This is an optimization exercise on Yosys and OpenROAD, whose aim is small area, a short achievable clock period and few clock cycles per item, not a production implementation.
Only simulation tests tie the RTL to the original design; equivalence was not proved.
Power figures rest on the tool's default switching activity, not on a simulated workload.

== job 9218 ==
==> flow/design.v (excerpt) <==
module qoi_compressor (
    input  wire        rstn,
    input  wire        clk,
    output reg         ctrl_ready,
    input  wire        ctrl_start,
    input  wire [15:0] ctrl_width,
    input  wire [15:0] ctrl_height,
    output reg         i_tready,
    input  wire        i_tvalid,
    input  wire        i_tlast,
    input  wire [ 7:0] i_R, i_G, i_B,
    input  wire        o_tready,
    output reg         o_tvalid,
    output reg         o_tlast,
    output reg  [ 3:0] o_tkeep,
    output reg  [31:0] o_tdata
);
localparam [1:0] K_PIX = 2'd0, K_H0 = 2'd1, K_H1 = 2'd2, K_H2 = 2'd3;
localparam [1:0] S_IDLE = 2'd0, S_H1 = 2'd1, S_H2 = 2'd2, S_PIX = 2'd3;
reg  [ 1:0] state;
reg         first_pend;           
reg         I_v, I_first, I_last;
reg  [ 1:0] I_k;
reg  [23:0] I_px;                 
reg         A_v, A_first, A_last;
reg  [ 1:0] A_k;
reg  [23:0] A_px;
reg  [ 5:0] A_h;
reg  [63:0] A_sel;                  
reg  [ 7:0] A_dR, A_dG, A_dB;
reg         S_v;                  
wire        out_ok = ~S_v;
reg  A_pix;                      
wire A_hold = A_pix & ~A_last;
wire A_lpix = A_pix & A_last;    
wire adv    = out_ok & (I_v | ~A_hold);
wire I_cons = adv & ~A_lpix;
wire I_free = ~I_v | (out_ok & ~A_lpix);         
wire take = i_tvalid & i_tready;
wire inj  = (state == S_H1 || state == S_H2) & I_free;
wire hs   = ctrl_start & ctrl_ready;   
wire [15:0] ww = {ctrl_width[15:1],  ctrl_width[0]  | (ctrl_width  == 16'd0)};
wire [15:0] hh = {ctrl_height[15:1], ctrl_height[0] | (ctrl_height == 16'd0)};
reg  [1:0] state_n;
always @* begin
    state_n = state;
    case (state)
        S_IDLE: if (hs) state_n = S_H1;
  ...
Size in the first run: roughly 62000 um2 of cells after synthesis.
==> flow/config.mk <==
export PLATFORM = sky130hd
export DESIGN_NAME = qoi_compressor
export DESIGN_NICKNAME = qoi_compressor
export VERILOG_FILES = /design/flow/design.v
export SDC_FILE = /design/flow/constraint.sdc
export NUM_CORES = 4
export LEC_CHECK = 0
export CAP_MARGIN = 20
export CORE_MARGIN = 2
export CORE_UTILIZATION = 40
export SETUP_SLACK_MARGIN = 2.7
export SLEW_MARGIN = 20
==> flow/constraint.sdc <==
create_clock -name core_clock -period 5.0 [get_ports {clk}]
set_input_delay 1.0000 -clock core_clock [delete_from_list [all_inputs] [get_ports {clk}]]
set_output_delay 1.0000 -clock core_clock [all_outputs]
set_load 0.01 [all_outputs]
run.sh (not shown) runs the stock make flow with config.mk's settings and CLKGATE_MAP_FILE= SYNTH_SCRIPT=/design/flow/synth_recipe.tcl, a recipe that flattens the netlist after the stock synthesis.
Testbench counts of job 9218, summed over its fixed seeds: cycles 48,927, pixels 48,510.
The following lists how job 5001 was set up differently from job 9218:
-- flow/config.mk --
<<< job 9218, line 9
export CORE_MARGIN = 2
export CORE_UTILIZATION = 40
export SETUP_SLACK_MARGIN = 2.7
export SLEW_MARGIN = 20
>>> job 5001, line 9
export CORE_MARGIN = 2
export CORE_UTILIZATION = 40
export CTS_CLUSTER_DIAMETER = 70
export CTS_CLUSTER_SIZE = 20
export SETUP_SLACK_MARGIN = 2.7
export SLEW_MARGIN = 20
==> comparison <==
From job 9218 to job 5001 the numbers moved as follows: routed length on met3 was more or less identical, count of cell types in the netlist was more or less identical. Compared with job 9218, the detailed router inserted fewer vias in job 5001. Register fraction of the total cell area, job 5001 and job 9218: smaller value in job 9218. Per the comparison of job 5001 with job 9218, met1 demand-to-capacity share in global routing roughly the same, count of instances resized after the clock tree is built +4.5%, fmax shows an increase of 1.5 MHz, detailed-routed wire length on met2 went down about 1.6%.
Changes in job 4588 relative to job 5001:
-- flow/config.mk --
<<< job 5001, line 9
export CORE_MARGIN = 2
export CORE_UTILIZATION = 40
export CTS_CLUSTER_DIAMETER = 70
export CTS_CLUSTER_SIZE = 20
export SETUP_SLACK_MARGIN = 2.7
export SLEW_MARGIN = 20
>>> job 4588, line 9
export CORE_MARGIN = 2
export CORE_UTILIZATION = 40
export CTS_BUF_LIST = sky130_fd_sc_hd__clkbuf_8 sky130_fd_sc_hd__clkbuf_16
export CTS_CLUSTER_DIAMETER = 70
export CTS_CLUSTER_SIZE = 16
export SETUP_SLACK_MARGIN = 2.7
export SLEW_MARGIN = 20
Results
- Comparing job 4588 against job 5001, there is no change at all in total placed cells including tap cells.
- Job 4588 falls short of job 5001 in total design power.
- From job 5001 to job 4588, number of setup violations in the final report did not move at all.
- For job 4588, the highest signal layer in the routed design was met5, unlike job 5001, where it was met4.
- Job 4588 vs job 5001 — slack of the critical path rose 7.0 ps.
- Going from job 5001 to job 4588, routed wire length neither gained nor lost much, cell area flat, non-clock buffer count dropped 3.9%.
[inputs] job 4483 vs job 4588
==> flow/config.mk <==
export PLATFORM = sky130hd
export DESIGN_NAME = qoi_compressor
export DESIGN_NICKNAME = qoi_compressor
export VERILOG_FILES = /design/flow/design.v
export SDC_FILE = /design/flow/constraint.sdc
export NUM_CORES = 4
export LEC_CHECK = 0
export CAP_MARGIN = 20
export CORE_MARGIN = 2
export CORE_UTILIZATION = 40
export SETUP_SLACK_MARGIN = 2.8
export SLEW_MARGIN = 20
--- outcome ---
- Job 4483 vs job 4588 — final standard cell count with taps included and fillers excluded rose 258.
- Of job 4483 and job 4588, the higher final core utilization belongs to job 4483.
- The via count reported for job 4483 is greater than that of job 4588 by about 5%.
- On number of ordinary and repair buffers in the finished layout: job 4483 sits above job 4588.
- The critical path data arrival time of job 4483 exceeds that of job 4588 by 230 ps.
- In the reports for job 4483 and job 4588, the smaller proportion of cell area occupied by registers belongs to job 4483.
- Looking at the reports, job 4483 completed the entire flow and the layout it produced met the timing, design-rule and antenna checks.
- Re number of unique standard cell types used by synthesis: no difference whatsoever between job 4588 and job 4483.
- [job 4483] wire length after detailed routing rose 13000 um relative to job 4588
- As far as post-synthesis sequential area ratio is concerned, job 4483 and job 4588 perform about the same.
- Diff job 4588 -> job 4483 | final estimated routing congestion in global placement | increase of about 3.4%
- Compared with job 4588, job 4483 shows a higher clock network area share.
Modified inputs, job 1714 compared to job 4483
-- flow/config.mk --
<<< job 4483, line 9
export CORE_MARGIN = 2
export CORE_UTILIZATION = 40
export SETUP_SLACK_MARGIN = 2.8
export SLEW_MARGIN = 20
>>> job 1714, line 9
export CORE_MARGIN = 2
export CORE_UTILIZATION = 40
export CTS_CLUSTER_DIAMETER = 70
export CTS_CLUSTER_SIZE = 16
export SETUP_SLACK_MARGIN = 2.7
export SLEW_MARGIN = 20
==> comparison <==
- B_rd1[8]$_DFFE_PP_ as the worst setup path endpoint was reported by job 1714, and A_sel[35]$_SDFFCE_PN0P_ by job 4483.
- Higher combinational fraction of design power among job 4483 and job 1714: job 4483
- Going from job 4483 to job 1714, synthesis-to-layout area growth shrinks by 8.6 points.
- Job 1714 vs. job 4483: post-CTS repair timing setup buffer count went down by 53.
- Across job 4483 and job 1714, the outcome is the same: a clean finish for every run.
- Summary of job 1714 over job 4483: required time of the critical path moved down, total via count after detailed routing moved down, signal arrival time at the worst endpoint moved down, total power moved down.
- Sort job 4483 and job 1714 by final net count, descending, and job 4483 comes first.

afterwards: timing with drivers on the ports:
The results above use ideal ports. As a check the final layouts listed here were re-extracted and re-timed, cells and wires unchanged. Step 1 sets driving cells, clkbuf_16 on the clock port and buf_2 on the other inputs (assumed; they add their load-dependent delay and slew). Step 2 times the ports against the registers' clock, not the clock port: input delays grow and output delays shrink by t, the midpoint of the rising clock arrivals with the driver on. Slacks: ideal ports / drivers / drivers and shift; pairs: ideal ports / drivers.
run	t, ns	slack for setup (ns)	cell pins on the clock port's net
job 9218	0.883	2.626 / 2.538 / 1.881	1
job 5001	0.824	2.634 / 2.585 / 1.923	1
job 4588	0.843	2.641 / 2.578 / 1.918	1
job 4483	0.882	2.569 / 2.547 / 2.006	1
job 1714	0.845	2.647 / 2.574 / 1.919	1
After both steps setup and hold are still met in every run listed. For job 9218, which loses most, drivers alone change the setup slack by -0.088 ns; drivers and shift together by -0.745 ns.
